From an optimization exercise on the open Yosys and OpenROAD flow, aimed at small area, a short achievable clock period and few clock cycles per item; shortcuts taken in it are not production practice. Function was checked by simulation only, so behaviour that the tests miss may differ from the original. No activity file was given, so power comes from the tool's default toggle rates.

<file path="design.v">
module WallaceTreeMultiplier (
    input                   clk,
    input                   rst,
    input  logic [31:0]     a,
    input  logic [31:0]     b,
    input  logic            start,
    input  logic [1:0]      mul_type,
    output logic            done,
    output logic [63:0]     p
);
  localparam logic [2:0] IDLE = 3'd0, G0 = 3'd1, G1 = 3'd2, G2 = 3'd3, G3 = 3'd4,
                         FIN = 3'd5, DN = 3'd6;
  logic [2:0]  st;
  logic        done_q;   
  logic [32:0] A;        
  logic        corr;     
  logic [31:0] PB;       
  logic [32:0] S, C;  
  logic [7:0]  Ls, Lc;   
  logic        n3d;      
  wire sa = (mul_type == 2'b01) || (mul_type == 2'b10);
  wire sb = (mul_type == 2'b01);
  wire grp = (st == G0) || (st == G1) || (st == G2) || (st == G3);
  function automatic logic [2:0] benc(input logic x2, input logic x1, input logic x0);
    benc = {x2, (x2 & ~x1 & ~x0) | (~x2 & x1 & x0), x1 ^ x0};
  endfunction
  logic [3:0] neg;
  wire [8:0] bn = (st == IDLE) ? {b[7:0], 1'b0} : PB[15:7];
  logic [3:0] neg_l, one_l, two_l;
  always_ff @(posedge clk) begin
    for (int k = 0; k < 4; k++)
      {neg_l[k], two_l[k], one_l[k]} <= benc(bn[2*k+2], bn[2*k+1], bn[2*k]);
  end
  wire [3:0] neg_h = neg_l, one_h = one_l, two_h = two_l;
  assign neg = neg_l;
  wire [34:0] Ae = {A[32], A[32], A};
  wire [35:0] Ae2 = {Ae, 1'b0};
  wire [34:0] m0 = {({18{one_h[0]}} & Ae[34:17]) | ({18{two_h[0]}} & Ae2[34:17]),
                       ({17{one_l[0]}} & Ae[16:0]) | ({17{two_l[0]}} & Ae2[16:0])};
  wire [34:0] r0 = {~(m0[34] ^ neg_h[0]), m0[33:17] ^ {17{neg_h[0]}}, m0[16:0] ^ {17{neg_l[0]}}};
  wire [34:0] m1 = {({18{one_h[1]}} & Ae[34:17]) | ({18{two_h[1]}} & Ae2[34:17]),
                       ({17{one_l[1]}} & Ae[16:0]) | ({17{two_l[1]}} & Ae2[16:0])};
  wire [34:0] r1 = {~(m1[34] ^ neg_h[1]), m1[33:17] ^ {17{neg_h[1]}}, m1[16:0] ^ {17{neg_l[1]}}};
  wire [34:0] m2 = {({18{one_h[2]}} & Ae[34:17]) | ({18{two_h[2]}} & Ae2[34:17]),
                       ({17{one_l[2]}} & Ae[16:0]) | ({17{two_l[2]}} & Ae2[16:0])};
  wire [34:0] r2 = {~(m2[34] ^ neg_h[2]), m2[33:17] ^ {17{neg_h[2]}}, m2[16:0] ^ {17{neg_l[2]}}};
  wire [34:0] m3 = {({18{one_h[3]}} & Ae[34:17]) | ({18{two_h[3]}} & Ae2[34:17]),
                       ({17{one_l[3]}} & Ae[16:0]) | ({17{two_l[3]}} & Ae2[16:0])};
  wire [34:0] r3 = {~(m3[34] ^ neg_h[3]), m3[33:17] ^ {17{neg_h[3]}}, m3[16:0] ^ {17{neg_l[3]}}};
  logic [132:0] tfs, tfc;
  logic [9:0] ths, thc;
  assign tfs[0] = S[0] ^ C[0] ^ neg_l[0];
  assign tfc[0] = (S[0] & C[0]) | (S[0] & neg_l[0]) | (C[0] & neg_l[0]);
  assign ths[0] = S[2] ^ C[2];
  assign thc[0] = S[2] & C[2];
  assign ths[1] = S[3] ^ C[3];
  assign thc[1] = S[3] & C[3];
  assign tfs[1] = S[4] ^ C[4] ^ neg_l[2];
  assign tfc[1] = (S[4] & C[4]) | (S[4] & neg_l[2]) | (C[4] & neg_l[2]);
  assign ths[2] = r0[4] ^ r1[2];
  assign thc[2] = r0[4] & r1[2];
  assign tfs[2] = S[5] ^ C[5] ^ r0[5];
  assign tfc[2] = (S[5] & C[5]) | (S[5] & r0[5]) | (C[5] & r0[5]);
  assign ths[3] = r1[3] ^ r2[1];
  assign thc[3] = r1[3] & r2[1];
  assign tfs[3] = S[6] ^ C[6] ^ r0[6];
  assign tfc[3] = (S[6] & C[6]) | (S[6] & r0[6]) | (C[6] & r0[6]);
  assign tfs[4] = r1[4] ^ r2[2] ^ r3[0];
  assign tfc[4] = (r1[4] & r2[2]) | (r1[4] & r3[0]) | (r2[2] & r3[0]);
  assign tfs[5] = S[7] ^ C[7] ^ r0[7];
  assign tfc[5] = (S[7] & C[7]) | (S[7] & r0[7]) | (C[7] & r0[7]);
  assign tfs[6] = r1[5] ^ r2[3] ^ r3[1];
  assign tfc[6] = (r1[5] & r2[3]) | (r1[5] & r3[1]) | (r2[3] & r3[1]);
  assign tfs[7] = S[8] ^ C[8] ^ r0[8];
  assign tfc[7] = (S[8] & C[8]) | (S[8] & r0[8]) | (C[8] & r0[8]);
  assign tfs[8] = r1[6] ^ r2[4] ^ r3[2];
  assign tfc[8] = (r1[6] & r2[4]) | (r1[6] & r3[2]) | (r2[4] & r3[2]);
  assign tfs[9] = S[9] ^ C[9] ^ r0[9];
  assign tfc[9] = (S[9] & C[9]) | (S[9] & r0[9]) | (C[9] & r0[9]);
  assign tfs[10] = r1[7] ^ r2[5] ^ r3[3];
  assign tfc[10] = (r1[7] & r2[5]) | (r1[7] & r3[3]) | (r2[5] & r3[3]);
  assign tfs[11] = S[10] ^ C[10] ^ r0[10];
  assign tfc[11] = (S[10] & C[10]) | (S[10] & r0[10]) | (C[10] & r0[10]);
  assign tfs[12] = r1[8] ^ r2[6] ^ r3[4];
  assign tfc[12] = (r1[8] & r2[6]) | (r1[8] & r3[4]) | (r2[6] & r3[4]);
  assign tfs[13] = S[11] ^ C[11] ^ r0[11];
  assign tfc[13] = (S[11] & C[11]) | (S[11] & r0[11]) | (C[11] & r0[11]);
  assign tfs[14] = r1[9] ^ r2[7] ^ r3[5];
  assign tfc[14] = (r1[9] & r2[7]) | (r1[9] & r3[5]) | (r2[7] & r3[5]);
  assign tfs[15] = S[12] ^ C[12] ^ r0[12];
  assign tfc[15] = (S[12] & C[12]) | (S[12] & r0[12]) | (C[12] & r0[12]);
  assign tfs[16] = r1[10] ^ r2[8] ^ r3[6];
  assign tfc[16] = (r1[10] & r2[8]) | (r1[10] & r3[6]) | (r2[8] & r3[6]);
  assign tfs[17] = S[13] ^ C[13] ^ r0[13];
  assign tfc[17] = (S[13] & C[13]) | (S[13] & r0[13]) | (C[13] & r0[13]);
  assign tfs[18] = r1[11] ^ r2[9] ^ r3[7];
  assign tfc[18] = (r1[11] & r2[9]) | (r1[11] & r3[7]) | (r2[9] & r3[7]);
  assign tfs[19] = S[14] ^ C[14] ^ r0[14];
  assign tfc[19] = (S[14] & C[14]) | (S[14] & r0[14]) | (C[14] & r0[14]);
  assign tfs[20] = r1[12] ^ r2[10] ^ r3[8];
  assign tfc[20] = (r1[12] & r2[10]) | (r1[12] & r3[8]) | (r2[10] & r3[8]);
  assign tfs[21] = S[15] ^ C[15] ^ r0[15];
  assign tfc[21] = (S[15] & C[15]) | (S[15] & r0[15]) | (C[15] & r0[15]);
  assign tfs[22] = r1[13] ^ r2[11] ^ r3[9];
  assign tfc[22] = (r1[13] & r2[11]) | (r1[13] & r3[9]) | (r2[11] & r3[9]);
  assign tfs[23] = S[16] ^ C[16] ^ r0[16];
  assign tfc[23] = (S[16] & C[16]) | (S[16] & r0[16]) | (C[16] & r0[16]);
  assign tfs[24] = r1[14] ^ r2[12] ^ r3[10];
  assign tfc[24] = (r1[14] & r2[12]) | (r1[14] & r3[10]) | (r2[12] & r3[10]);
  assign tfs[25] = S[17] ^ C[17] ^ r0[17];
  assign tfc[25] = (S[17] & C[17]) | (S[17] & r0[17]) | (C[17] & r0[17]);
  assign tfs[26] = r1[15] ^ r2[13] ^ r3[11];
  assign tfc[26] = (r1[15] & r2[13]) | (r1[15] & r3[11]) | (r2[13] & r3[11]);
  assign tfs[27] = S[18] ^ C[18] ^ r0[18];
  assign tfc[27] = (S[18] & C[18]) | (S[18] & r0[18]) | (C[18] & r0[18]);
  assign tfs[28] = r1[16] ^ r2[14] ^ r3[12];
  assign tfc[28] = (r1[16] & r2[14]) | (r1[16] & r3[12]) | (r2[14] & r3[12]);
  assign tfs[29] = S[19] ^ C[19] ^ r0[19];
  assign tfc[29] = (S[19] & C[19]) | (S[19] & r0[19]) | (C[19] & r0[19]);
  assign tfs[30] = r1[17] ^ r2[15] ^ r3[13];
  assign tfc[30] = (r1[17] & r2[15]) | (r1[17] & r3[13]) | (r2[15] & r3[13]);
  assign tfs[31] = S[20] ^ C[20] ^ r0[20];
  assign tfc[31] = (S[20] & C[20]) | (S[20] & r0[20]) | (C[20] & r0[20]);
  assign tfs[32] = r1[18] ^ r2[16] ^ r3[14];
  assign tfc[32] = (r1[18] & r2[16]) | (r1[18] & r3[14]) | (r2[16] & r3[14]);
  assign tfs[33] = S[21] ^ C[21] ^ r0[21];
  assign tfc[33] = (S[21] & C[21]) | (S[21] & r0[21]) | (C[21] & r0[21]);
  assign tfs[34] = r1[19] ^ r2[17] ^ r3[15];
  assign tfc[34] = (r1[19] & r2[17]) | (r1[19] & r3[15]) | (r2[17] & r3[15]);
  assign tfs[35] = S[22] ^ C[22] ^ r0[22];
  assign tfc[35] = (S[22] & C[22]) | (S[22] & r0[22]) | (C[22] & r0[22]);
  assign tfs[36] = r1[20] ^ r2[18] ^ r3[16];
  assign tfc[36] = (r1[20] & r2[18]) | (r1[20] & r3[16]) | (r2[18] & r3[16]);
  assign tfs[37] = S[23] ^ C[23] ^ r0[23];
  assign tfc[37] = (S[23] & C[23]) | (S[23] & r0[23]) | (C[23] & r0[23]);
  assign tfs[38] = r1[21] ^ r2[19] ^ r3[17];
  assign tfc[38] = (r1[21] & r2[19]) | (r1[21] & r3[17]) | (r2[19] & r3[17]);
  assign tfs[39] = S[24] ^ C[24] ^ r0[24];
  assign tfc[39] = (S[24] & C[24]) | (S[24] & r0[24]) | (C[24] & r0[24]);
  assign tfs[40] = r1[22] ^ r2[20] ^ r3[18];
  assign tfc[40] = (r1[22] & r2[20]) | (r1[22] & r3[18]) | (r2[20] & r3[18]);
  assign tfs[41] = S[25] ^ C[25] ^ r0[25];
  assign tfc[41] = (S[25] & C[25]) | (S[25] & r0[25]) | (C[25] & r0[25]);
  assign tfs[42] = r1[23] ^ r2[21] ^ r3[19];
  assign tfc[42] = (r1[23] & r2[21]) | (r1[23] & r3[19]) | (r2[21] & r3[19]);
  assign tfs[43] = S[26] ^ C[26] ^ r0[26];
  assign tfc[43] = (S[26] & C[26]) | (S[26] & r0[26]) | (C[26] & r0[26]);
  assign tfs[44] = r1[24] ^ r2[22] ^ r3[20];
  assign tfc[44] = (r1[24] & r2[22]) | (r1[24] & r3[20]) | (r2[22] & r3[20]);
  assign tfs[45] = S[27] ^ C[27] ^ r0[27];
  assign tfc[45] = (S[27] & C[27]) | (S[27] & r0[27]) | (C[27] & r0[27]);
  assign tfs[46] = r1[25] ^ r2[23] ^ r3[21];
  assign tfc[46] = (r1[25] & r2[23]) | (r1[25] & r3[21]) | (r2[23] & r3[21]);
  assign tfs[47] = S[28] ^ C[28] ^ r0[28];
  assign tfc[47] = (S[28] & C[28]) | (S[28] & r0[28]) | (C[28] & r0[28]);
  assign tfs[48] = r1[26] ^ r2[24] ^ r3[22];
  assign tfc[48] = (r1[26] & r2[24]) | (r1[26] & r3[22]) | (r2[24] & r3[22]);
  assign tfs[49] = S[29] ^ C[29] ^ r0[29];
  assign tfc[49] = (S[29] & C[29]) | (S[29] & r0[29]) | (C[29] & r0[29]);
  assign tfs[50] = r1[27] ^ r2[25] ^ r3[23];
  assign tfc[50] = (r1[27] & r2[25]) | (r1[27] & r3[23]) | (r2[25] & r3[23]);
  assign tfs[51] = S[30] ^ C[30] ^ r0[30];
  assign tfc[51] = (S[30] & C[30]) | (S[30] & r0[30]) | (C[30] & r0[30]);
  assign tfs[52] = r1[28] ^ r2[26] ^ r3[24];
  assign tfc[52] = (r1[28] & r2[26]) | (r1[28] & r3[24]) | (r2[26] & r3[24]);
  assign tfs[53] = S[31] ^ C[31] ^ r0[31];
  assign tfc[53] = (S[31] & C[31]) | (S[31] & r0[31]) | (C[31] & r0[31]);
  assign tfs[54] = r1[29] ^ r2[27] ^ r3[25];
  assign tfc[54] = (r1[29] & r2[27]) | (r1[29] & r3[25]) | (r2[27] & r3[25]);
  assign tfs[55] = S[32] ^ C[32] ^ r0[32];
  assign tfc[55] = (S[32] & C[32]) | (S[32] & r0[32]) | (C[32] & r0[32]);
  assign tfs[56] = r1[30] ^ r2[28] ^ r3[26];
  assign tfc[56] = (r1[30] & r2[28]) | (r1[30] & r3[26]) | (r2[28] & r3[26]);
  assign tfs[57] = 1'b1 ^ r0[33] ^ r1[31];
  assign tfc[57] = (1'b1 & r0[33]) | (1'b1 & r1[31]) | (r0[33] & r1[31]);
  assign ths[4] = r2[29] ^ r3[27];
  assign thc[4] = r2[29] & r3[27];
  assign tfs[58] = r0[34] ^ r1[32] ^ r2[30];
  assign tfc[58] = (r0[34] & r1[32]) | (r0[34] & r2[30]) | (r1[32] & r2[30]);
  assign ths[5] = 1'b1 ^ r1[33];
  assign thc[5] = 1'b1 & r1[33];
  assign ths[6] = r0[0] ^ tfs[0];
  assign thc[6] = r0[0] & tfs[0];
  assign tfs[59] = S[1] ^ C[1] ^ tfc[0];
  assign tfc[59] = (S[1] & C[1]) | (S[1] & tfc[0]) | (C[1] & tfc[0]);
  assign tfs[60] = neg_l[1] ^ ths[0] ^ r0[2];
  assign tfc[60] = (neg_l[1] & ths[0]) | (neg_l[1] & r0[2]) | (ths[0] & r0[2]);
  assign tfs[61] = thc[0] ^ ths[1] ^ r0[3];
  assign tfc[61] = (thc[0] & ths[1]) | (thc[0] & r0[3]) | (ths[1] & r0[3]);
  assign tfs[62] = thc[1] ^ r2[0] ^ tfs[1];
  assign tfc[62] = (thc[1] & r2[0]) | (thc[1] & tfs[1]) | (r2[0] & tfs[1]);
  assign tfs[63] = tfc[1] ^ thc[2] ^ ths[3];
  assign tfc[63] = (tfc[1] & thc[2]) | (tfc[1] & ths[3]) | (thc[2] & ths[3]);
  assign tfs[64] = thc[3] ^ tfc[2] ^ tfs[3];
  assign tfc[64] = (thc[3] & tfc[2]) | (thc[3] & tfs[3]) | (tfc[2] & tfs[3]);
  assign tfs[65] = tfc[3] ^ tfc[4] ^ tfs[5];
  assign tfc[65] = (tfc[3] & tfc[4]) | (tfc[3] & tfs[5]) | (tfc[4] & tfs[5]);
  assign tfs[66] = tfc[5] ^ tfc[6] ^ tfs[7];
  assign tfc[66] = (tfc[5] & tfc[6]) | (tfc[5] & tfs[7]) | (tfc[6] & tfs[7]);
  assign tfs[67] = tfc[7] ^ tfc[8] ^ tfs[9];
  assign tfc[67] = (tfc[7] & tfc[8]) | (tfc[7] & tfs[9]) | (tfc[8] & tfs[9]);
  assign tfs[68] = tfc[9] ^ tfc[10] ^ tfs[11];
  assign tfc[68] = (tfc[9] & tfc[10]) | (tfc[9] & tfs[11]) | (tfc[10] & tfs[11]);
  assign tfs[69] = tfc[11] ^ tfc[12] ^ tfs[13];
  assign tfc[69] = (tfc[11] & tfc[12]) | (tfc[11] & tfs[13]) | (tfc[12] & tfs[13]);
  assign tfs[70] = tfc[13] ^ tfc[14] ^ tfs[15];
  assign tfc[70] = (tfc[13] & tfc[14]) | (tfc[13] & tfs[15]) | (tfc[14] & tfs[15]);
  assign tfs[71] = tfc[15] ^ tfc[16] ^ tfs[17];
  assign tfc[71] = (tfc[15] & tfc[16]) | (tfc[15] & tfs[17]) | (tfc[16] & tfs[17]);
  assign tfs[72] = tfc[17] ^ tfc[18] ^ tfs[19];
  assign tfc[72] = (tfc[17] & tfc[18]) | (tfc[17] & tfs[19]) | (tfc[18] & tfs[19]);
  assign tfs[73] = tfc[19] ^ tfc[20] ^ tfs[21];
  assign tfc[73] = (tfc[19] & tfc[20]) | (tfc[19] & tfs[21]) | (tfc[20] & tfs[21]);
  assign tfs[74] = tfc[21] ^ tfc[22] ^ tfs[23];
  assign tfc[74] = (tfc[21] & tfc[22]) | (tfc[21] & tfs[23]) | (tfc[22] & tfs[23]);
  assign tfs[75] = tfc[23] ^ tfc[24] ^ tfs[25];
  assign tfc[75] = (tfc[23] & tfc[24]) | (tfc[23] & tfs[25]) | (tfc[24] & tfs[25]);
  assign tfs[76] = tfc[25] ^ tfc[26] ^ tfs[27];
  assign tfc[76] = (tfc[25] & tfc[26]) | (tfc[25] & tfs[27]) | (tfc[26] & tfs[27]);
  assign tfs[77] = tfc[27] ^ tfc[28] ^ tfs[29];
  assign tfc[77] = (tfc[27] & tfc[28]) | (tfc[27] & tfs[29]) | (tfc[28] & tfs[29]);
  assign tfs[78] = tfc[29] ^ tfc[30] ^ tfs[31];
  assign tfc[78] = (tfc[29] & tfc[30]) | (tfc[29] & tfs[31]) | (tfc[30] & tfs[31]);
  assign tfs[79] = tfc[31] ^ tfc[32] ^ tfs[33];
  assign tfc[79] = (tfc[31] & tfc[32]) | (tfc[31] & tfs[33]) | (tfc[32] & tfs[33]);
  assign tfs[80] = tfc[33] ^ tfc[34] ^ tfs[35];
  assign tfc[80] = (tfc[33] & tfc[34]) | (tfc[33] & tfs[35]) | (tfc[34] & tfs[35]);
  assign tfs[81] = tfc[35] ^ tfc[36] ^ tfs[37];
  assign tfc[81] = (tfc[35] & tfc[36]) | (tfc[35] & tfs[37]) | (tfc[36] & tfs[37]);
  assign tfs[82] = tfc[37] ^ tfc[38] ^ tfs[39];
  assign tfc[82] = (tfc[37] & tfc[38]) | (tfc[37] & tfs[39]) | (tfc[38] & tfs[39]);
  assign tfs[83] = tfc[39] ^ tfc[40] ^ tfs[41];
  assign tfc[83] = (tfc[39] & tfc[40]) | (tfc[39] & tfs[41]) | (tfc[40] & tfs[41]);
  assign tfs[84] = tfc[41] ^ tfc[42] ^ tfs[43];
  assign tfc[84] = (tfc[41] & tfc[42]) | (tfc[41] & tfs[43]) | (tfc[42] & tfs[43]);
  assign tfs[85] = tfc[43] ^ tfc[44] ^ tfs[45];
  assign tfc[85] = (tfc[43] & tfc[44]) | (tfc[43] & tfs[45]) | (tfc[44] & tfs[45]);
  assign tfs[86] = tfc[45] ^ tfc[46] ^ tfs[47];
  assign tfc[86] = (tfc[45] & tfc[46]) | (tfc[45] & tfs[47]) | (tfc[46] & tfs[47]);
  assign tfs[87] = tfc[47] ^ tfc[48] ^ tfs[49];
  assign tfc[87] = (tfc[47] & tfc[48]) | (tfc[47] & tfs[49]) | (tfc[48] & tfs[49]);
  assign tfs[88] = tfc[49] ^ tfc[50] ^ tfs[51];
  assign tfc[88] = (tfc[49] & tfc[50]) | (tfc[49] & tfs[51]) | (tfc[50] & tfs[51]);
  assign tfs[89] = tfc[51] ^ tfc[52] ^ tfs[53];
  assign tfc[89] = (tfc[51] & tfc[52]) | (tfc[51] & tfs[53]) | (tfc[52] & tfs[53]);
  assign tfs[90] = tfc[53] ^ tfc[54] ^ tfs[55];
  assign tfc[90] = (tfc[53] & tfc[54]) | (tfc[53] & tfs[55]) | (tfc[54] & tfs[55]);
  assign tfs[91] = ths[4] ^ tfc[55] ^ tfc[56];
  assign tfc[91] = (ths[4] & tfc[55]) | (ths[4] & tfc[56]) | (tfc[55] & tfc[56]);
  assign tfs[92] = r3[28] ^ thc[4] ^ tfc[57];
  assign tfc[92] = (r3[28] & thc[4]) | (r3[28] & tfc[57]) | (thc[4] & tfc[57]);
  assign tfs[93] = r2[31] ^ r3[29] ^ ths[5];
  assign tfc[93] = (r2[31] & r3[29]) | (r2[31] & ths[5]) | (r3[29] & ths[5]);
  assign tfs[94] = r1[34] ^ r2[32] ^ r3[30];
  assign tfc[94] = (r1[34] & r2[32]) | (r1[34] & r3[30]) | (r2[32] & r3[30]);
  assign ths[7] = 1'b1 ^ r2[33];
  assign thc[7] = 1'b1 & r2[33];
  assign ths[8] = k8 ^ ths[6];
  assign thc[8] = k8 & ths[6];
  assign tfs[95] = r0[1] ^ thc[6] ^ tfs[59];
  assign tfc[95] = (r0[1] & thc[6]) | (r0[1] & tfs[59]) | (thc[6] & tfs[59]);
  assign tfs[96] = r1[0] ^ tfc[59] ^ tfs[60];
  assign tfc[96] = (r1[0] & tfc[59]) | (r1[0] & tfs[60]) | (tfc[59] & tfs[60]);
  assign tfs[97] = r1[1] ^ tfc[60] ^ tfs[61];
  assign tfc[97] = (r1[1] & tfc[60]) | (r1[1] & tfs[61]) | (tfc[60] & tfs[61]);
  assign tfs[98] = ths[2] ^ tfc[61] ^ tfs[62];
  assign tfc[98] = (ths[2] & tfc[61]) | (ths[2] & tfs[62]) | (tfc[61] & tfs[62]);
  assign tfs[99] = tfc[62] ^ tfs[2] ^ tfs[63];
  assign tfc[99] = (tfc[62] & tfs[2]) | (tfc[62] & tfs[63]) | (tfs[2] & tfs[63]);
  assign tfs[100] = tfs[4] ^ tfc[63] ^ tfs[64];
  assign tfc[100] = (tfs[4] & tfc[63]) | (tfs[4] & tfs[64]) | (tfc[63] & tfs[64]);
  assign tfs[101] = tfs[6] ^ tfc[64] ^ tfs[65];
  assign tfc[101] = (tfs[6] & tfc[64]) | (tfs[6] & tfs[65]) | (tfc[64] & tfs[65]);
  assign tfs[102] = tfs[8] ^ tfc[65] ^ tfs[66];
  assign tfc[102] = (tfs[8] & tfc[65]) | (tfs[8] & tfs[66]) | (tfc[65] & tfs[66]);
  assign tfs[103] = tfs[10] ^ tfc[66] ^ tfs[67];
  assign tfc[103] = (tfs[10] & tfc[66]) | (tfs[10] & tfs[67]) | (tfc[66] & tfs[67]);
  assign tfs[104] = tfs[12] ^ tfc[67] ^ tfs[68];
  assign tfc[104] = (tfs[12] & tfc[67]) | (tfs[12] & tfs[68]) | (tfc[67] & tfs[68]);
  assign tfs[105] = tfs[14] ^ tfc[68] ^ tfs[69];
  assign tfc[105] = (tfs[14] & tfc[68]) | (tfs[14] & tfs[69]) | (tfc[68] & tfs[69]);
  assign tfs[106] = tfs[16] ^ tfc[69] ^ tfs[70];
  assign tfc[106] = (tfs[16] & tfc[69]) | (tfs[16] & tfs[70]) | (tfc[69] & tfs[70]);
  assign tfs[107] = tfs[18] ^ tfc[70] ^ tfs[71];
  assign tfc[107] = (tfs[18] & tfc[70]) | (tfs[18] & tfs[71]) | (tfc[70] & tfs[71]);
  assign tfs[108] = tfs[20] ^ tfc[71] ^ tfs[72];
  assign tfc[108] = (tfs[20] & tfc[71]) | (tfs[20] & tfs[72]) | (tfc[71] & tfs[72]);
  assign tfs[109] = tfs[22] ^ tfc[72] ^ tfs[73];
  assign tfc[109] = (tfs[22] & tfc[72]) | (tfs[22] & tfs[73]) | (tfc[72] & tfs[73]);
  assign tfs[110] = tfs[24] ^ tfc[73] ^ tfs[74];
  assign tfc[110] = (tfs[24] & tfc[73]) | (tfs[24] & tfs[74]) | (tfc[73] & tfs[74]);
  assign tfs[111] = tfs[26] ^ tfc[74] ^ tfs[75];
  assign tfc[111] = (tfs[26] & tfc[74]) | (tfs[26] & tfs[75]) | (tfc[74] & tfs[75]);
  assign tfs[112] = tfs[28] ^ tfc[75] ^ tfs[76];
  assign tfc[112] = (tfs[28] & tfc[75]) | (tfs[28] & tfs[76]) | (tfc[75] & tfs[76]);
  assign tfs[113] = tfs[30] ^ tfc[76] ^ tfs[77];
  assign tfc[113] = (tfs[30] & tfc[76]) | (tfs[30] & tfs[77]) | (tfc[76] & tfs[77]);
  assign tfs[114] = tfs[32] ^ tfc[77] ^ tfs[78];
  assign tfc[114] = (tfs[32] & tfc[77]) | (tfs[32] & tfs[78]) | (tfc[77] & tfs[78]);
  assign tfs[115] = tfs[34] ^ tfc[78] ^ tfs[79];
  assign tfc[115] = (tfs[34] & tfc[78]) | (tfs[34] & tfs[79]) | (tfc[78] & tfs[79]);
  assign tfs[116] = tfs[36] ^ tfc[79] ^ tfs[80];
  assign tfc[116] = (tfs[36] & tfc[79]) | (tfs[36] & tfs[80]) | (tfc[79] & tfs[80]);
  assign tfs[117] = tfs[38] ^ tfc[80] ^ tfs[81];
  assign tfc[117] = (tfs[38] & tfc[80]) | (tfs[38] & tfs[81]) | (tfc[80] & tfs[81]);
  assign tfs[118] = tfs[40] ^ tfc[81] ^ tfs[82];
  assign tfc[118] = (tfs[40] & tfc[81]) | (tfs[40] & tfs[82]) | (tfc[81] & tfs[82]);
  assign tfs[119] = tfs[42] ^ tfc[82] ^ tfs[83];
  assign tfc[119] = (tfs[42] & tfc[82]) | (tfs[42] & tfs[83]) | (tfc[82] & tfs[83]);
  assign tfs[120] = tfs[44] ^ tfc[83] ^ tfs[84];
  assign tfc[120] = (tfs[44] & tfc[83]) | (tfs[44] & tfs[84]) | (tfc[83] & tfs[84]);
  assign tfs[121] = tfs[46] ^ tfc[84] ^ tfs[85];
  assign tfc[121] = (tfs[46] & tfc[84]) | (tfs[46] & tfs[85]) | (tfc[84] & tfs[85]);
  assign tfs[122] = tfs[48] ^ tfc[85] ^ tfs[86];
  assign tfc[122] = (tfs[48] & tfc[85]) | (tfs[48] & tfs[86]) | (tfc[85] & tfs[86]);
  assign tfs[123] = tfs[50] ^ tfc[86] ^ tfs[87];
  assign tfc[123] = (tfs[50] & tfc[86]) | (tfs[50] & tfs[87]) | (tfc[86] & tfs[87]);
  assign tfs[124] = tfs[52] ^ tfc[87] ^ tfs[88];
  assign tfc[124] = (tfs[52] & tfc[87]) | (tfs[52] & tfs[88]) | (tfc[87] & tfs[88]);
  assign tfs[125] = tfs[54] ^ tfc[88] ^ tfs[89];
  assign tfc[125] = (tfs[54] & tfc[88]) | (tfs[54] & tfs[89]) | (tfc[88] & tfs[89]);
  assign tfs[126] = tfs[56] ^ tfc[89] ^ tfs[90];
  assign tfc[126] = (tfs[56] & tfc[89]) | (tfs[56] & tfs[90]) | (tfc[89] & tfs[90]);
  assign tfs[127] = tfs[57] ^ tfs[91] ^ tfc[90];
  assign tfc[127] = (tfs[57] & tfs[91]) | (tfs[57] & tfc[90]) | (tfs[91] & tfc[90]);
  assign tfs[128] = tfs[58] ^ tfc[91] ^ tfs[92];
  assign tfc[128] = (tfs[58] & tfc[91]) | (tfs[58] & tfs[92]) | (tfc[91] & tfs[92]);
  assign tfs[129] = tfc[58] ^ tfs[93] ^ tfc[92];
  assign tfc[129] = (tfc[58] & tfs[93]) | (tfc[58] & tfc[92]) | (tfs[93] & tfc[92]);
  assign tfs[130] = thc[5] ^ tfs[94] ^ tfc[93];
  assign tfc[130] = (thc[5] & tfs[94]) | (thc[5] & tfc[93]) | (tfs[94] & tfc[93]);
  assign tfs[131] = r3[31] ^ ths[7] ^ tfc[94];
  assign tfc[131] = (r3[31] & ths[7]) | (r3[31] & tfc[94]) | (ths[7] & tfc[94]);
  assign tfs[132] = r2[34] ^ r3[32] ^ thc[7];
  assign tfc[132] = (r2[34] & r3[32]) | (r2[34] & thc[7]) | (r3[32] & thc[7]);
  assign ths[9] = 1'b1 ^ r3[33];
  assign thc[9] = 1'b1 & r3[33];
  wire [42:0] ts = {1'b0, 1'b1, r3[34], ths[9], tfs[132], tfs[131], tfs[130], tfc[128], tfc[127], tfc[126], tfc[125], tfc[124], tfc[123], tfc[122], tfc[121], tfc[120], tfc[119], tfc[118], tfc[117], tfc[116], tfc[115], tfc[114], tfc[113], tfc[112], tfc[111], tfc[110], tfc[109], tfc[108], tfc[107], tfc[106], tfc[105], tfc[104], tfc[103], tfc[102], tfc[101], tfc[100], tfc[99], tfc[98], tfc[97], tfc[96], tfc[95], thc[8], ths[8]};
  wire [42:0] tc = {1'b0, 1'b0, thc[9], tfc[132], tfc[131], tfc[130], tfc[129], tfs[129], tfs[128], tfs[127], tfs[126], tfs[125], tfs[124], tfs[123], tfs[122], tfs[121], tfs[120], tfs[119], tfs[118], tfs[117], tfs[116], tfs[115], tfs[114], tfs[113], tfs[112], tfs[111], tfs[110], tfs[109], tfs[108], tfs[107], tfs[106], tfs[105], tfs[104], tfs[103], tfs[102], tfs[101], tfs[100], tfs[99], tfs[98], tfs[97], tfs[96], tfs[95], lo_c8};
  wire x6 = Ls[6] ^ Lc[6] ^ n3d;
  wire k7 = (Ls[6] & Lc[6]) | (Ls[6] & n3d) | (Lc[6] & n3d);
  wire x7 = Ls[7] ^ Lc[7] ^ k7;
  wire k8 = (Ls[7] & Lc[7]) | (Ls[7] & k7) | (Lc[7] & k7);
  wire [31:0] ca = corr ? A[31:0] : 32'd0;
  wire [31:0] fu = S[31:0] ^ C[31:0] ^ ca;
  wire [31:0] fv = ((S[31:0] ^ C[31:0]) & ca) | (S[31:0] & C[31:0]);
  wire [39:0] ax = {fu, x7, x6, Ls[5:0]};
  wire [39:0] ay = {fv[30:0], k8, 2'b00, Lc[5:0]};
  logic [39:0] ad_s;
  logic ad_co;
  logic [40:0] ad_c;   
  always_comb begin
    logic [40:0] g, p;
    g = {ax & ay, 1'b0};
    p = {ax ^ ay, 1'b0};
    begin
      logic [40:0] g0, p0;
      g0 = g; p0 = p;
      g[1] = g0[1] | (p0[1] & g0[0]); p[1] = p0[1] & p0[0];
      g[2] = g0[2] | (p0[2] & g0[1]); p[2] = p0[2] & p0[1];
      g[3] = g0[3] | (p0[3] & g0[2]); p[3] = p0[3] & p0[2];
      g[4] = g0[4] | (p0[4] & g0[3]); p[4] = p0[4] & p0[3];
      g[5] = g0[5] | (p0[5] & g0[4]); p[5] = p0[5] & p0[4];
      g[6] = g0[6] | (p0[6] & g0[5]); p[6] = p0[6] & p0[5];
      g[7] = g0[7] | (p0[7] & g0[6]); p[7] = p0[7] & p0[6];
      g[8] = g0[8] | (p0[8] & g0[7]); p[8] = p0[8] & p0[7];
      g[9] = g0[9] | (p0[9] & g0[8]); p[9] = p0[9] & p0[8];
      g[10] = g0[10] | (p0[10] & g0[9]); p[10] = p0[10] & p0[9];
      g[11] = g0[11] | (p0[11] & g0[10]); p[11] = p0[11] & p0[10];
      g[12] = g0[12] | (p0[12] & g0[11]); p[12] = p0[12] & p0[11];
      g[13] = g0[13] | (p0[13] & g0[12]); p[13] = p0[13] & p0[12];
      g[14] = g0[14] | (p0[14] & g0[13]); p[14] = p0[14] & p0[13];
      g[15] = g0[15] | (p0[15] & g0[14]); p[15] = p0[15] & p0[14];
      g[16] = g0[16] | (p0[16] & g0[15]); p[16] = p0[16] & p0[15];
      g[17] = g0[17] | (p0[17] & g0[16]); p[17] = p0[17] & p0[16];
      g[18] = g0[18] | (p0[18] & g0[17]); p[18] = p0[18] & p0[17];
      g[19] = g0[19] | (p0[19] & g0[18]); p[19] = p0[19] & p0[18];
      g[20] = g0[20] | (p0[20] & g0[19]); p[20] = p0[20] & p0[19];
      g[21] = g0[21] | (p0[21] & g0[20]); p[21] = p0[21] & p0[20];
      g[22] = g0[22] | (p0[22] & g0[21]); p[22] = p0[22] & p0[21];
      g[23] = g0[23] | (p0[23] & g0[22]); p[23] = p0[23] & p0[22];
      g[24] = g0[24] | (p0[24] & g0[23]); p[24] = p0[24] & p0[23];
      g[25] = g0[25] | (p0[25] & g0[24]); p[25] = p0[25] & p0[24];
      g[26] = g0[26] | (p0[26] & g0[25]); p[26] = p0[26] & p0[25];
      g[27] = g0[27] | (p0[27] & g0[26]); p[27] = p0[27] & p0[26];
      g[28] = g0[28] | (p0[28] & g0[27]); p[28] = p0[28] & p0[27];
      g[29] = g0[29] | (p0[29] & g0[28]); p[29] = p0[29] & p0[28];
      g[30] = g0[30] | (p0[30] & g0[29]); p[30] = p0[30] & p0[29];
      g[31] = g0[31] | (p0[31] & g0[30]); p[31] = p0[31] & p0[30];
      g[32] = g0[32] | (p0[32] & g0[31]); p[32] = p0[32] & p0[31];
      g[33] = g0[33] | (p0[33] & g0[32]); p[33] = p0[33] & p0[32];
      g[34] = g0[34] | (p0[34] & g0[33]); p[34] = p0[34] & p0[33];
      g[35] = g0[35] | (p0[35] & g0[34]); p[35] = p0[35] & p0[34];
      g[36] = g0[36] | (p0[36] & g0[35]); p[36] = p0[36] & p0[35];
      g[37] = g0[37] | (p0[37] & g0[36]); p[37] = p0[37] & p0[36];
      g[38] = g0[38] | (p0[38] & g0[37]); p[38] = p0[38] & p0[37];
      g[39] = g0[39] | (p0[39] & g0[38]); p[39] = p0[39] & p0[38];
      g[40] = g0[40] | (p0[40] & g0[39]); p[40] = p0[40] & p0[39];
    end
    begin
      logic [40:0] g0, p0;
      g0 = g; p0 = p;
      g[2] = g0[2] | (p0[2] & g0[0]); p[2] = p0[2] & p0[0];
      g[3] = g0[3] | (p0[3] & g0[1]); p[3] = p0[3] & p0[1];
      g[4] = g0[4] | (p0[4] & g0[2]); p[4] = p0[4] & p0[2];
      g[5] = g0[5] | (p0[5] & g0[3]); p[5] = p0[5] & p0[3];
      g[6] = g0[6] | (p0[6] & g0[4]); p[6] = p0[6] & p0[4];
      g[7] = g0[7] | (p0[7] & g0[5]); p[7] = p0[7] & p0[5];
      g[8] = g0[8] | (p0[8] & g0[6]); p[8] = p0[8] & p0[6];
      g[9] = g0[9] | (p0[9] & g0[7]); p[9] = p0[9] & p0[7];
      g[10] = g0[10] | (p0[10] & g0[8]); p[10] = p0[10] & p0[8];
      g[11] = g0[11] | (p0[11] & g0[9]); p[11] = p0[11] & p0[9];
      g[12] = g0[12] | (p0[12] & g0[10]); p[12] = p0[12] & p0[10];
      g[13] = g0[13] | (p0[13] & g0[11]); p[13] = p0[13] & p0[11];
      g[14] = g0[14] | (p0[14] & g0[12]); p[14] = p0[14] & p0[12];
      g[15] = g0[15] | (p0[15] & g0[13]); p[15] = p0[15] & p0[13];
      g[16] = g0[16] | (p0[16] & g0[14]); p[16] = p0[16] & p0[14];
      g[17] = g0[17] | (p0[17] & g0[15]); p[17] = p0[17] & p0[15];
      g[18] = g0[18] | (p0[18] & g0[16]); p[18] = p0[18] & p0[16];
      g[19] = g0[19] | (p0[19] & g0[17]); p[19] = p0[19] & p0[17];
      g[20] = g0[20] | (p0[20] & g0[18]); p[20] = p0[20] & p0[18];
      g[21] = g0[21] | (p0[21] & g0[19]); p[21] = p0[21] & p0[19];
      g[22] = g0[22] | (p0[22] & g0[20]); p[22] = p0[22] & p0[20];
      g[23] = g0[23] | (p0[23] & g0[21]); p[23] = p0[23] & p0[21];
      g[24] = g0[24] | (p0[24] & g0[22]); p[24] = p0[24] & p0[22];
      g[25] = g0[25] | (p0[25] & g0[23]); p[25] = p0[25] & p0[23];
      g[26] = g0[26] | (p0[26] & g0[24]); p[26] = p0[26] & p0[24];
      g[27] = g0[27] | (p0[27] & g0[25]); p[27] = p0[27] & p0[25];
      g[28] = g0[28] | (p0[28] & g0[26]); p[28] = p0[28] & p0[26];
      g[29] = g0[29] | (p0[29] & g0[27]); p[29] = p0[29] & p0[27];
      g[30] = g0[30] | (p0[30] & g0[28]); p[30] = p0[30] & p0[28];
      g[31] = g0[31] | (p0[31] & g0[29]); p[31] = p0[31] & p0[29];
      g[32] = g0[32] | (p0[32] & g0[30]); p[32] = p0[32] & p0[30];
      g[33] = g0[33] | (p0[33] & g0[31]); p[33] = p0[33] & p0[31];
      g[34] = g0[34] | (p0[34] & g0[32]); p[34] = p0[34] & p0[32];
      g[35] = g0[35] | (p0[35] & g0[33]); p[35] = p0[35] & p0[33];
      g[36] = g0[36] | (p0[36] & g0[34]); p[36] = p0[36] & p0[34];
      g[37] = g0[37] | (p0[37] & g0[35]); p[37] = p0[37] & p0[35];
      g[38] = g0[38] | (p0[38] & g0[36]); p[38] = p0[38] & p0[36];
      g[39] = g0[39] | (p0[39] & g0[37]); p[39] = p0[39] & p0[37];
      g[40] = g0[40] | (p0[40] & g0[38]); p[40] = p0[40] & p0[38];
    end
    begin
      logic [40:0] g0, p0;
      g0 = g; p0 = p;
      g[4] = g0[4] | (p0[4] & g0[0]); p[4] = p0[4] & p0[0];
      g[5] = g0[5] | (p0[5] & g0[1]); p[5] = p0[5] & p0[1];
      g[6] = g0[6] | (p0[6] & g0[2]); p[6] = p0[6] & p0[2];
      g[7] = g0[7] | (p0[7] & g0[3]); p[7] = p0[7] & p0[3];
      g[8] = g0[8] | (p0[8] & g0[4]); p[8] = p0[8] & p0[4];
      g[9] = g0[9] | (p0[9] & g0[5]); p[9] = p0[9] & p0[5];
      g[10] = g0[10] | (p0[10] & g0[6]); p[10] = p0[10] & p0[6];
      g[11] = g0[11] | (p0[11] & g0[7]); p[11] = p0[11] & p0[7];
      g[12] = g0[12] | (p0[12] & g0[8]); p[12] = p0[12] & p0[8];
      g[13] = g0[13] | (p0[13] & g0[9]); p[13] = p0[13] & p0[9];
      g[14] = g0[14] | (p0[14] & g0[10]); p[14] = p0[14] & p0[10];
      g[15] = g0[15] | (p0[15] & g0[11]); p[15] = p0[15] & p0[11];
      g[16] = g0[16] | (p0[16] & g0[12]); p[16] = p0[16] & p0[12];
      g[17] = g0[17] | (p0[17] & g0[13]); p[17] = p0[17] & p0[13];
      g[18] = g0[18] | (p0[18] & g0[14]); p[18] = p0[18] & p0[14];
      g[19] = g0[19] | (p0[19] & g0[15]); p[19] = p0[19] & p0[15];
      g[20] = g0[20] | (p0[20] & g0[16]); p[20] = p0[20] & p0[16];
      g[21] = g0[21] | (p0[21] & g0[17]); p[21] = p0[21] & p0[17];
      g[22] = g0[22] | (p0[22] & g0[18]); p[22] = p0[22] & p0[18];
      g[23] = g0[23] | (p0[23] & g0[19]); p[23] = p0[23] & p0[19];
      g[24] = g0[24] | (p0[24] & g0[20]); p[24] = p0[24] & p0[20];
      g[25] = g0[25] | (p0[25] & g0[21]); p[25] = p0[25] & p0[21];
      g[26] = g0[26] | (p0[26] & g0[22]); p[26] = p0[26] & p0[22];
      g[27] = g0[27] | (p0[27] & g0[23]); p[27] = p0[27] & p0[23];
      g[28] = g0[28] | (p0[28] & g0[24]); p[28] = p0[28] & p0[24];
      g[29] = g0[29] | (p0[29] & g0[25]); p[29] = p0[29] & p0[25];
      g[30] = g0[30] | (p0[30] & g0[26]); p[30] = p0[30] & p0[26];
      g[31] = g0[31] | (p0[31] & g0[27]); p[31] = p0[31] & p0[27];
      g[32] = g0[32] | (p0[32] & g0[28]); p[32] = p0[32] & p0[28];
      g[33] = g0[33] | (p0[33] & g0[29]); p[33] = p0[33] & p0[29];
      g[34] = g0[34] | (p0[34] & g0[30]); p[34] = p0[34] & p0[30];
      g[35] = g0[35] | (p0[35] & g0[31]); p[35] = p0[35] & p0[31];
      g[36] = g0[36] | (p0[36] & g0[32]); p[36] = p0[36] & p0[32];
      g[37] = g0[37] | (p0[37] & g0[33]); p[37] = p0[37] & p0[33];
      g[38] = g0[38] | (p0[38] & g0[34]); p[38] = p0[38] & p0[34];
      g[39] = g0[39] | (p0[39] & g0[35]); p[39] = p0[39] & p0[35];
      g[40] = g0[40] | (p0[40] & g0[36]); p[40] = p0[40] & p0[36];
    end
    begin
      logic [40:0] g0, p0;
      g0 = g; p0 = p;
      g[8] = g0[8] | (p0[8] & g0[0]); p[8] = p0[8] & p0[0];
      g[9] = g0[9] | (p0[9] & g0[1]); p[9] = p0[9] & p0[1];
      g[10] = g0[10] | (p0[10] & g0[2]); p[10] = p0[10] & p0[2];
      g[11] = g0[11] | (p0[11] & g0[3]); p[11] = p0[11] & p0[3];
      g[12] = g0[12] | (p0[12] & g0[4]); p[12] = p0[12] & p0[4];
      g[13] = g0[13] | (p0[13] & g0[5]); p[13] = p0[13] & p0[5];
      g[14] = g0[14] | (p0[14] & g0[6]); p[14] = p0[14] & p0[6];
      g[15] = g0[15] | (p0[15] & g0[7]); p[15] = p0[15] & p0[7];
      g[16] = g0[16] | (p0[16] & g0[8]); p[16] = p0[16] & p0[8];
      g[17] = g0[17] | (p0[17] & g0[9]); p[17] = p0[17] & p0[9];
      g[18] = g0[18] | (p0[18] & g0[10]); p[18] = p0[18] & p0[10];
      g[19] = g0[19] | (p0[19] & g0[11]); p[19] = p0[19] & p0[11];
      g[20] = g0[20] | (p0[20] & g0[12]); p[20] = p0[20] & p0[12];
      g[21] = g0[21] | (p0[21] & g0[13]); p[21] = p0[21] & p0[13];
      g[22] = g0[22] | (p0[22] & g0[14]); p[22] = p0[22] & p0[14];
      g[23] = g0[23] | (p0[23] & g0[15]); p[23] = p0[23] & p0[15];
      g[24] = g0[24] | (p0[24] & g0[16]); p[24] = p0[24] & p0[16];
      g[25] = g0[25] | (p0[25] & g0[17]); p[25] = p0[25] & p0[17];
      g[26] = g0[26] | (p0[26] & g0[18]); p[26] = p0[26] & p0[18];
      g[27] = g0[27] | (p0[27] & g0[19]); p[27] = p0[27] & p0[19];
      g[28] = g0[28] | (p0[28] & g0[20]); p[28] = p0[28] & p0[20];
      g[29] = g0[29] | (p0[29] & g0[21]); p[29] = p0[29] & p0[21];
      g[30] = g0[30] | (p0[30] & g0[22]); p[30] = p0[30] & p0[22];
      g[31] = g0[31] | (p0[31] & g0[23]); p[31] = p0[31] & p0[23];
      g[32] = g0[32] | (p0[32] & g0[24]); p[32] = p0[32] & p0[24];
      g[33] = g0[33] | (p0[33] & g0[25]); p[33] = p0[33] & p0[25];
      g[34] = g0[34] | (p0[34] & g0[26]); p[34] = p0[34] & p0[26];
      g[35] = g0[35] | (p0[35] & g0[27]); p[35] = p0[35] & p0[27];
      g[36] = g0[36] | (p0[36] & g0[28]); p[36] = p0[36] & p0[28];
      g[37] = g0[37] | (p0[37] & g0[29]); p[37] = p0[37] & p0[29];
      g[38] = g0[38] | (p0[38] & g0[30]); p[38] = p0[38] & p0[30];
      g[39] = g0[39] | (p0[39] & g0[31]); p[39] = p0[39] & p0[31];
      g[40] = g0[40] | (p0[40] & g0[32]); p[40] = p0[40] & p0[32];
    end
    begin
      logic [40:0] g0, p0;
      g0 = g; p0 = p;
      g[16] = g0[16] | (p0[16] & g0[0]); p[16] = p0[16] & p0[0];
      g[17] = g0[17] | (p0[17] & g0[1]); p[17] = p0[17] & p0[1];
      g[18] = g0[18] | (p0[18] & g0[2]); p[18] = p0[18] & p0[2];
      g[19] = g0[19] | (p0[19] & g0[3]); p[19] = p0[19] & p0[3];
      g[20] = g0[20] | (p0[20] & g0[4]); p[20] = p0[20] & p0[4];
      g[21] = g0[21] | (p0[21] & g0[5]); p[21] = p0[21] & p0[5];
      g[22] = g0[22] | (p0[22] & g0[6]); p[22] = p0[22] & p0[6];
      g[23] = g0[23] | (p0[23] & g0[7]); p[23] = p0[23] & p0[7];
      g[24] = g0[24] | (p0[24] & g0[8]); p[24] = p0[24] & p0[8];
      g[25] = g0[25] | (p0[25] & g0[9]); p[25] = p0[25] & p0[9];
      g[26] = g0[26] | (p0[26] & g0[10]); p[26] = p0[26] & p0[10];
      g[27] = g0[27] | (p0[27] & g0[11]); p[27] = p0[27] & p0[11];
      g[28] = g0[28] | (p0[28] & g0[12]); p[28] = p0[28] & p0[12];
      g[29] = g0[29] | (p0[29] & g0[13]); p[29] = p0[29] & p0[13];
      g[30] = g0[30] | (p0[30] & g0[14]); p[30] = p0[30] & p0[14];
      g[31] = g0[31] | (p0[31] & g0[15]); p[31] = p0[31] & p0[15];
      g[32] = g0[32] | (p0[32] & g0[16]); p[32] = p0[32] & p0[16];
      g[33] = g0[33] | (p0[33] & g0[17]); p[33] = p0[33] & p0[17];
      g[34] = g0[34] | (p0[34] & g0[18]); p[34] = p0[34] & p0[18];
      g[35] = g0[35] | (p0[35] & g0[19]); p[35] = p0[35] & p0[19];
      g[36] = g0[36] | (p0[36] & g0[20]); p[36] = p0[36] & p0[20];
      g[37] = g0[37] | (p0[37] & g0[21]); p[37] = p0[37] & p0[21];
      g[38] = g0[38] | (p0[38] & g0[22]); p[38] = p0[38] & p0[22];
      g[39] = g0[39] | (p0[39] & g0[23]); p[39] = p0[39] & p0[23];
      g[40] = g0[40] | (p0[40] & g0[24]); p[40] = p0[40] & p0[24];
    end
    begin
      logic [40:0] g0, p0;
      g0 = g; p0 = p;
      g[32] = g0[32] | (p0[32] & g0[0]); p[32] = p0[32] & p0[0];
      g[33] = g0[33] | (p0[33] & g0[1]); p[33] = p0[33] & p0[1];
      g[34] = g0[34] | (p0[34] & g0[2]); p[34] = p0[34] & p0[2];
      g[35] = g0[35] | (p0[35] & g0[3]); p[35] = p0[35] & p0[3];
      g[36] = g0[36] | (p0[36] & g0[4]); p[36] = p0[36] & p0[4];
      g[37] = g0[37] | (p0[37] & g0[5]); p[37] = p0[37] & p0[5];
      g[38] = g0[38] | (p0[38] & g0[6]); p[38] = p0[38] & p0[6];
      g[39] = g0[39] | (p0[39] & g0[7]); p[39] = p0[39] & p0[7];
      g[40] = g0[40] | (p0[40] & g0[8]); p[40] = p0[40] & p0[8];
    end
    ad_s = (ax ^ ay) ^ g[39:0];
    ad_co = g[40];
    ad_c = g;
  end
  wire [7:0] lo = ad_s[7:0];
  wire lo_c8 = ad_c[8];
  wire [31:0] phi = ad_s[39:8];
  wire zop = (A == 33'd0) || (PB == 32'd0);
  always_ff @(posedge clk) begin
    if (rst) begin
      st <= IDLE;
      done_q <= 1'b0;
    end
    else begin
      done_q <= (st == FIN) || (st == G0 && zop) || (st == DN && start);
      case (st)
        IDLE: if (start) st <= G0;
        G0: st <= zop ? DN : G1;
        G1: st <= G2;
        G2: st <= G3;
        G3: st <= FIN;
        FIN: st <= DN;
        DN: if (!start) st <= IDLE;
        default: st <= IDLE;
      endcase
    end
  end
  wire zclr = (st == G0) && zop;
  always_ff @(posedge clk) begin
    A <= {sa & a[31], a};
    corr <= ~sb & b[31];
    C <= grp ? tc[40:8] : 33'd1 << 32;
    Ls <= grp ? ts[7:0] : 8'd0;
    Lc <= grp ? tc[7:0] : 8'd0;
    n3d <= grp ? neg[3] : 1'b0;
    if (st == IDLE) PB <= b;
    else if (zclr) PB <= '0;
    else if (grp || st == FIN) PB <= {lo, PB[31:8]};
    if (zclr) S <= '0;
    else if (st == IDLE) S <= 33'd1 << 32;
    else if (grp) S <= ts[40:8];
    else if (st == FIN) S[31:0] <= phi;
  end
  assign done = done_q;
  assign p = {S[31:0], PB};
endmodule
</file>
<file path="flow/run.sh">
#!/bin/bash
# Standard layout, with timing repair asked to leave a larger setup margin,
# and plain buffers (not delay buffers) on the ports.
export SETUP_SLACK_MARGIN=7.8
export BUFFER_PORTS_ARGS="-buffer_cell sky130_fd_sc_hd__buf_2"
bash standard.sh > standard_run.log 2>&1
</file>
<file path="standard.sh">
#!/bin/bash
# synth_recipe.tcl (not shown) runs the flow's synth.tcl, then flattens the netlist and writes it again
# the make line also repeats each setting of config.mk as NAME=value (left out here)
make -C /OpenROAD-flow-scripts/flow DESIGN_CONFIG=/design/flow/config.mk WORK_HOME=/design/flow/orfs CLKGATE_MAP_FILE= SYNTH_SCRIPT=/design/flow/synth_recipe.tcl "${@:-finish}"
</file>
<file path="config.mk">
export PLATFORM = sky130hd
export DESIGN_NAME = WallaceTreeMultiplier
export DESIGN_NICKNAME = WallaceTreeMultiplier
export VERILOG_FILES = /design/flow/design.v
export SDC_FILE = /design/flow/constraint.sdc
export NUM_CORES = 4
export LEC_CHECK = 0
export CAP_MARGIN = 20
export CORE_MARGIN = 2
export CORE_UTILIZATION = 40
export SLEW_MARGIN = 20
</file>
<file path="constraint.sdc">
create_clock -name core_clock -period 11.0 [get_ports {clk}]
set_input_delay 2.2000 -clock core_clock [delete_from_list [all_inputs] [get_ports {clk}]]
set_output_delay 2.2000 -clock core_clock [all_outputs]
set_load 0.01 [all_outputs]
</file>
==> out/metrics.cfg, run 1 <==
[sta]
slew_viol_final = 0
worst_pin_slew_ns = 0.845
fmax_mhz = 305
hold_viol = 0
finalSetupViolations = 0
finalCriticalPeriod_ns = 3.28
finalCritPeriodShare_pct = 29.8
setup_ws_ns = 7.72
skew_ns = 0.0141
fin_tns_setup_ns = 0
relSlewSlack_pct = 43.5
rsz0062_at_grt = true

[clock_tree]
clk_path_buf_depth = 2
numCtsBuffers = 17
clk_root_buffer_cell = clkbuf_16
cts_tree = done
clk_latency_ns = 0.45
cts.sinks = 165
cts.htree.levels = 4
path_clk_slew_ns = 0.07
cts-hold-fix-buffers = 0

[detailed_routing]
antenna_left = 0
wl_per_cell_um = 23.2
viasPerCell = 5.83
vias = 11800
drt_first_iter_violations = 966
routed_wl_um = 46700
drcViolationCount = 0
first_pass_iters = 5

[floorplanning]
fp.dieW_um = 192
die_h_um = 192
core_um2 = 34700
fp-row-count = 68
pin_count = 134
start_util_pct = 40.8
dieArea_um2 = 36900

[place]
port_buffers = 133
pre_cts_ws_ns = 6.98
gp_congestion = 0.904
dp_hpwl_um = 32000

[setup_path]
criticalPathCategory = reg2reg
max_stage_delay_ns = 0.49
cp.required_ns = 11.33
arrival_ns = 3.61
cp-start-kind = flip-flop
critPathTopFamily = compound AO/OA/AOI/OAI gates
worst-path-buf-inv = 1
cp_max_fo = 6
crit_chain = nand2_1, fa_1, inv_1, ha_4, nand3b_1, or3_1, a31o_4, a311o_1, nand3_2, a21bo_4, a31oi_4, xor2_1, o22ai_1
crit_path_end_kind = flip-flop
cp_slowest_cell = fa_1

[synth]
avgSynthCellArea_um2 = 9.76
syn-instance-count = 1450
synth_flop_cell = dfxtp_1
synth-seq-cells = 165
syn_nets = 1733
synth_edf_count = 32
synth_area_um2 = 14100
yosysSeqAreaShare_pct = 25.6
synth_cell_types = 57
yosys_warnings = 1
postSynth.asyncResetShare_pct = 0

[global_route]
gr-usage-all-layers_pct = 25.8
antenna_found_initial = 4
grt_overflow_total = 0
grt_max_degree = 54
grt_pass1_vias = 11900
grt_pass1_wl_um = 70800

[flow_run]
drv_cap = 0

[pwr]
switchingPower_uw = 2410
leakage_uw = 0.00719
p_sw_share_pct = 46.9
p_int_uw = 2730
combPwrFrac_pct = 68.3
ir_worst_vdd_v = 0.000137
pwr-share-clk_pct = 11.2
seq_power_share_pct = 20.5
powerDensity_nw_per_um2 = 307

[cells_and_area]
syn_to_final_growth_pct = 18.3
layout.filler_cells = 3256
layout-drive-gt1-share_pct = 26.3
final_common_cell = fa_1
multi_input_area_um2 = 10000
layout_common_cells = 163 x fa_1, 145 x xnor2_1, 134 x a22oi_1
ff_latch_area_um2 = 3800
nets = 1830

[outcome]
status = finished clean

[min_path]
hold_path_class = reg2reg

worst paths after layout:
path	startpoint	slack, ns	depth (start not counted)	endpoint
hold / removal	S[0]	0.53	2	S[0]
hold reg to reg	S[0]	0.53	2	S[0]
setup / recovery	corr	7.72	13	S[29]
setup reg to reg	corr	7.72	13	S[29]
tightest hold or removal path: cells and delay by family (launching register included):
family          cells  cell delay (ns)
flops               1             0.37
simple gates        1             0.07
compound gates      1             0.06
metrics by stage:
stage / instances / utilization, % / cell area (um2) / hold WS [ns] / power, uW
floorplan: 1450 / - / 14200 / 0.520 / 3220
global route: 2015 / 48.2 / 16700 / 0.568 / 5570
global placement: 1897 / 42.7 / 14800 / 0.563 / 4150
finish: 2016 / 48.2 / 16700 / 0.532 / 5130
CTS: 1998 / 47.3 / 16400 / 0.550 / 5000
detailed placement: 1897 / 42.7 / 14800 / 0.570 / 4220
power by group through the flow:
stage	Combinational [uW]	Sequential, uW	Clock (uW)
after floorplan	2310	907	0
after global placement	3070	1080	0
after detailed placement	3130	1090	0
after CTS	3370	1050	583
after global routing	3890	1070	610
final	3510	1050	575
cell usage after synthesis (5+ instances only):
cell        n  area [um2]
nor2_1     48         180
and2_1     30         188
dfxtp_1   133        2660
nand3_1    12        60.1
a31oi_1     7        43.8
nor2b_1     8        50.1
nand4_1    12        75.1
nor4_1     16         100
clkbuf_1  124         465
mux2i_1     5        50.1
nand2b_1    5        31.3
a211oi_1   12        90.1
o21ai_0    44         220
nor3_1     13        65.1
o22ai_1     8        50.1
and3_1     48         300
fa_1      165        3300
a21o_1     26         195
nand2_1    95         357
a22o_1     25         219
xor2_1     29         254
a22oi_1   134        1010
ha_1       49         613
buf_4      32         240
inv_1      73         274
o21a_1      5        37.5
xnor2_1   147        1290
a21oi_1    60         300
a311oi_1    8        70.1
edfxtp_1   32         961
layout make-up:
cell class	instances	share of cell area (%)
clock buffers	21	2.81
inverters	73	1.64
repair buffers	237	9.12
flip-flops and latches	165	22.7
diodes	1	0.0150
clock inverters	11	0.471
multi-input cells	1053	59.8
well taps	455	3.40
layer usage:
metal | vias up | global-route usage [%] | part of all wire, %
met3 | 118 | 5.59 | 8.2
met5 | - | 0 | 0.081
met2 | 588 | 39.8 | 45
li1 | 5167 | - | -
met1 | 5873 | 34.4 | 42
met4 | 6 | 12.0 | 4.1
state kept, by name, indices dropped and copies added, names as in the netlist, 3 cells and up:
name and count:
C 33, Ls 8, one_l 4, S 33, A 33, neg_l 4, PB 32, two_l 4
st 3, Lc 8
kinds of logic after synthesis:
group	count (synthesis)	share of synthesized area [%]
xor+xnor	176	10.9
buf+inv	232	7.00
compound gates	360	18.0
mux	5	0.354
simple gates	298	10.5
fa+ha+maj	214	27.7
flops	165	25.6
what timing repair did:
| item | in CTS | in global routing |
|---|---|---|
| setup buffers | 69 | 17 |
| gates resized for setup | 163 | 44 |
| pin swaps | 24 | 25 |
| setup endpoints to repair | 128 | 96 |
Testbench counts, summed over its fixed seeds: cycles 15,028, items 2,000.
==> run 2, diff against run 1 <==
--- a/flow/run.sh
+++ b/flow/run.sh
@@ -4,3 +4,3 @@
 export SETUP_SLACK_MARGIN=7.8
-export BUFFER_PORTS_ARGS="-buffer_cell sky130_fd_sc_hd__buf_2"
+export BUFFER_PORTS_ARGS="-buffer_cell sky130_fd_sc_hd__buf_1"
 bash standard.sh > standard_run.log 2>&1
==> out/metrics.cfg, run 2 <==
[clock_tree]
clk_path_buf_depth = 2  ; unchanged
numCtsBuffers = 17  ; unchanged
clk_latency_ns = 0.46  ; about the same
cts_tree = done
cts.htree.levels = 4  ; unchanged
clk_root_buffer_cell = clkbuf_16
path_clk_slew_ns = 0.07  ; about the same
cts.sinks = 165  ; unchanged

[sta]
finalSetupViolations = 0  ; unchanged
setup_ws_ns = 7.72  ; -0.00840 ns
slew_viol_final = 0  ; unchanged
hold_ws_ns = 0.540  ; +0.00865 ns
worst_pin_slew_ns = 0.765  ; -0.0800 ns
fin_tns_setup_ns = 0  ; unchanged
finalCritPeriodShare_pct = 29.9  ; +0.076 points
hold_viol = 0  ; unchanged
relSlewSlack_pct = 48.8  ; +5.4 points
finalCriticalPeriod_ns = 3.28  ; +0.00840 ns
fmax_mhz = 305  ; -0.26%
skew_ns = 0.0150  ; +0.000873 ns
rsz0062_at_grt = true

[floorplanning]
fp-row-count = 68  ; unchanged
start_util_pct = 40.8  ; unchanged
fp.dieW_um = 192  ; unchanged
pin_count = 134  ; unchanged
dieArea_um2 = 36900  ; unchanged
die_h_um = 192  ; unchanged
core_um2 = 34700  ; unchanged

[detailed_routing]
drt_first_iter_violations = 1092  ; +13%
routed_wl_um = 45800  ; -2.0%
viasPerCell = 5.77  ; -1.0%
drcViolationCount = 0  ; unchanged
antenna_left = 0  ; unchanged
vias = 11700  ; -0.86%
wl_per_cell_um = 22.7  ; -2.1%
first_pass_iters = 6  ; +1

[pwr]
powerDensity_nw_per_um2 = 306  ; -0.28%
leakage_uw = 0.00701  ; -2.5%
ir_worst_vdd_v = 0.000143  ; +4.2%

[global_route]
grt_overflow_total = 0  ; unchanged
grt_pass1_wl_um = 70000  ; -1.1%
grt_max_degree = 53  ; -1.9%
grt_use_met3_pct = 7.22  ; +1.6 points
grt_util_met1_pct = 33.0  ; -1.5 points
grt_pass1_vias = 11800  ; -0.35%
gr-usage-all-layers_pct = 25.4  ; -0.40 points
antenna_found_initial = 1  ; -3
gr-usage-met2_pct = 39.8  ; unchanged
busiest_layer = met2

[setup_path]
worst-r2r-cell-count = 13  ; unchanged
reg2reg_setup_slack_ns = 7.72  ; about the same
r2r-end = S[30]
criticalPathCategory = reg2reg
cp_slowest_cell = fa_1
r2r_start = corr
cp.depth = 13  ; unchanged
critPathTopFamily = compound AO/OA/AOI/OAI gates
max_stage_delay_ns = 0.56  ; +0.07 ns
crit_path_end_kind = flip-flop
arrival_ns = 3.67  ; +0.06 ns
worst-path-buf-inv = 1  ; unchanged
crit_chain = buf_8, and2_4, fa_1, ha_4, a21o_1, nand2_2, o211ai_2, a21oi_4, o31ai_4, a31oi_4, o41ai_4, or4_1, nand3_1
cp_max_fo = 8  ; +2
cp-start-kind = flip-flop
cp.required_ns = 11.39  ; +0.06 ns

[synth]
synth_most_common_cell = fa_1
postSynth.asyncResetShare_pct = 0  ; unchanged
synth_cell_types = 57  ; unchanged
yosysSeqAreaShare_pct = 25.6  ; unchanged
syn-instance-count = 1450  ; unchanged
synth_flop_cell = dfxtp_1
synth_top_cell_by_area = fa_1
synth.area.top_cells = fa_1 23%, dfxtp_1 19%, xnor2_1 9.1%, a22oi_1 7.1%, edfxtp_1 6.8%
yosys_warnings = 1  ; unchanged
synth-seq-cells = 165  ; unchanged
syn_nets = 1733  ; unchanged
synth_common_cells = 165 x fa_1, 147 x xnor2_1, 134 x a22oi_1
synth_area_um2 = 14100  ; unchanged
avgSynthCellArea_um2 = 9.76  ; unchanged
synth_edf_count = 32  ; unchanged
yosysTopAreaCellShare_pct = 23.3  ; unchanged

[cells_and_area]
final_common_cell = fa_1
nets = 1833  ; +0.16%
layout.filler_cells = 3326  ; +2.1%
top_regs = A: 33 flops, C: 33 flops, S: 33 flops
syn_to_final_growth_pct = 18.0
layout-drive-gt1-share_pct = 21.5  ; -4.8 points
multi_input_area_um2 = 9960  ; -0.50%
layout_common_cells = 162 x fa_1, 146 x xnor2_1, 133 x a22oi_1
ff_latch_area_um2 = 3810  ; +0.16%

[min_path]
hold_path_class = reg2reg
hold_depth = 2  ; unchanged
hp-start = S[0]
min_to = S[0]

[place]
dp_hpwl_um = 32100  ; about the same
pre_cts_ws_ns = 6.93  ; -0.0524 ns
gp_congestion = 0.890  ; -1.5%
port_buffers = 133  ; unchanged

[flow_run]
drv_cap = 0  ; unchanged

[outcome]
status = finished clean

## run 2: cell counts after synthesis
Identical to the previous run, type by type.
## run 2: cell type report
class                           instances  share of cell area, %
Clock buffer                           22                   2.90
Multi-Input combinational cell       1053                   59.6
Sequential cell                       165                   22.8
Inverter                               73                   1.64
Antenna cell                            1                 0.0150
Tap cell                              455                   3.41
Timing Repair Buffer                  240                   8.71
Clock inverter                         10                  0.862
## run 2: metrics by stage
| stage | cells | utilization [%] | area (um2) | total power, uW |
|---|---|---|---|---|
| 2_1_floorplan | 1450 | - | 14200 | 3220 |
| 3_3_place_gp | 1898 | 42.3 | 14700 | 4120 |
| 3_5_place_dp | 1898 | 42.3 | 14700 | 4160 |
| 4_1_cts | 1982 | 46.5 | 16100 | 4980 |
| 5_1_grt | 2018 | 48.1 | 16700 | 5580 |
| 6_report | 2019 | 48.1 | 16700 | 5110 |
## run 2: worst max-delay path by stage
stage,start,end,slack [ns]
final,corr,S[30],7.72
after global routing,corr,S[29],7.63
after CTS,corr,S[30],7.71
after detailed placement,corr,S[15],6.93
after global placement,corr,S[15],7.02
after floorplan,corr,S[26],7.79
## run 2: logic make-up after synthesis
family	count (synthesis)	share of synthesized area [%]
AO/OA/AOI/OAI	360	18.0
AND/OR/NAND/NOR	298	10.5
buffers and inverters	232	7.00
adder cells (fa/ha/maj)	214	27.7
XOR/XNOR	176	10.9
flip-flops	165	25.6
multiplexers	5	0.354
## run 2: where the power goes
part,leakage [uW],internal [uW],total (uW),switching [uW]
combinational,0.00522,1580,3400,1820
sequential,0.00148,800,1050,253
clock,0.000304,383,653,270
## run 2: worst min-delay path, cell delays in order, from the launching register on
cell     delay, ns
dfxtp_4       0.37
a21oi_1       0.06
nor2_1        0.07
## run 2: metal layers
metal | share of wire [%] | routed length, um
met1 | 42 | 19400
met2 | 45 | 20800
met3 | 8.5 | 3900
met4 | 3.6 | 1660
met5 | 0 | 0
## run 2: timing repair
item	in CTS	in global routing
hold buffers	0	0
setup endpoints to repair	120	101
hold endpoints to repair	0	0
buffers inserted	52	36
pin swaps	19	19
resized for setup	175	83

==> port drivers added, routing unchanged <==
How much do the figures lean on ideal ports? The routed layouts below were timed once more, with nothing changed but the port constraints. Step 1, drivers: a clkbuf_16 drives clk and a buf_2 each remaining input, both assumed. Step 2 also shifts input and output timing later by t, the mid clock arrival at the registers, as if the neighbouring blocks saw the same clock. Three values: no drivers, after step 1, after step 2; two values: the first two.
run | shift t [ns] | setup WS [ns] | worst data-port slew with drivers (ns) | cell pins on the clock port's net
run 1 | 0.500 | 7.725 / 7.686 / 7.725 | 0.05 | 1
run 2 | 0.501 | 7.716 / 7.700 / 7.716 | 0.06 | 1
After both steps every run listed still meets setup and hold.
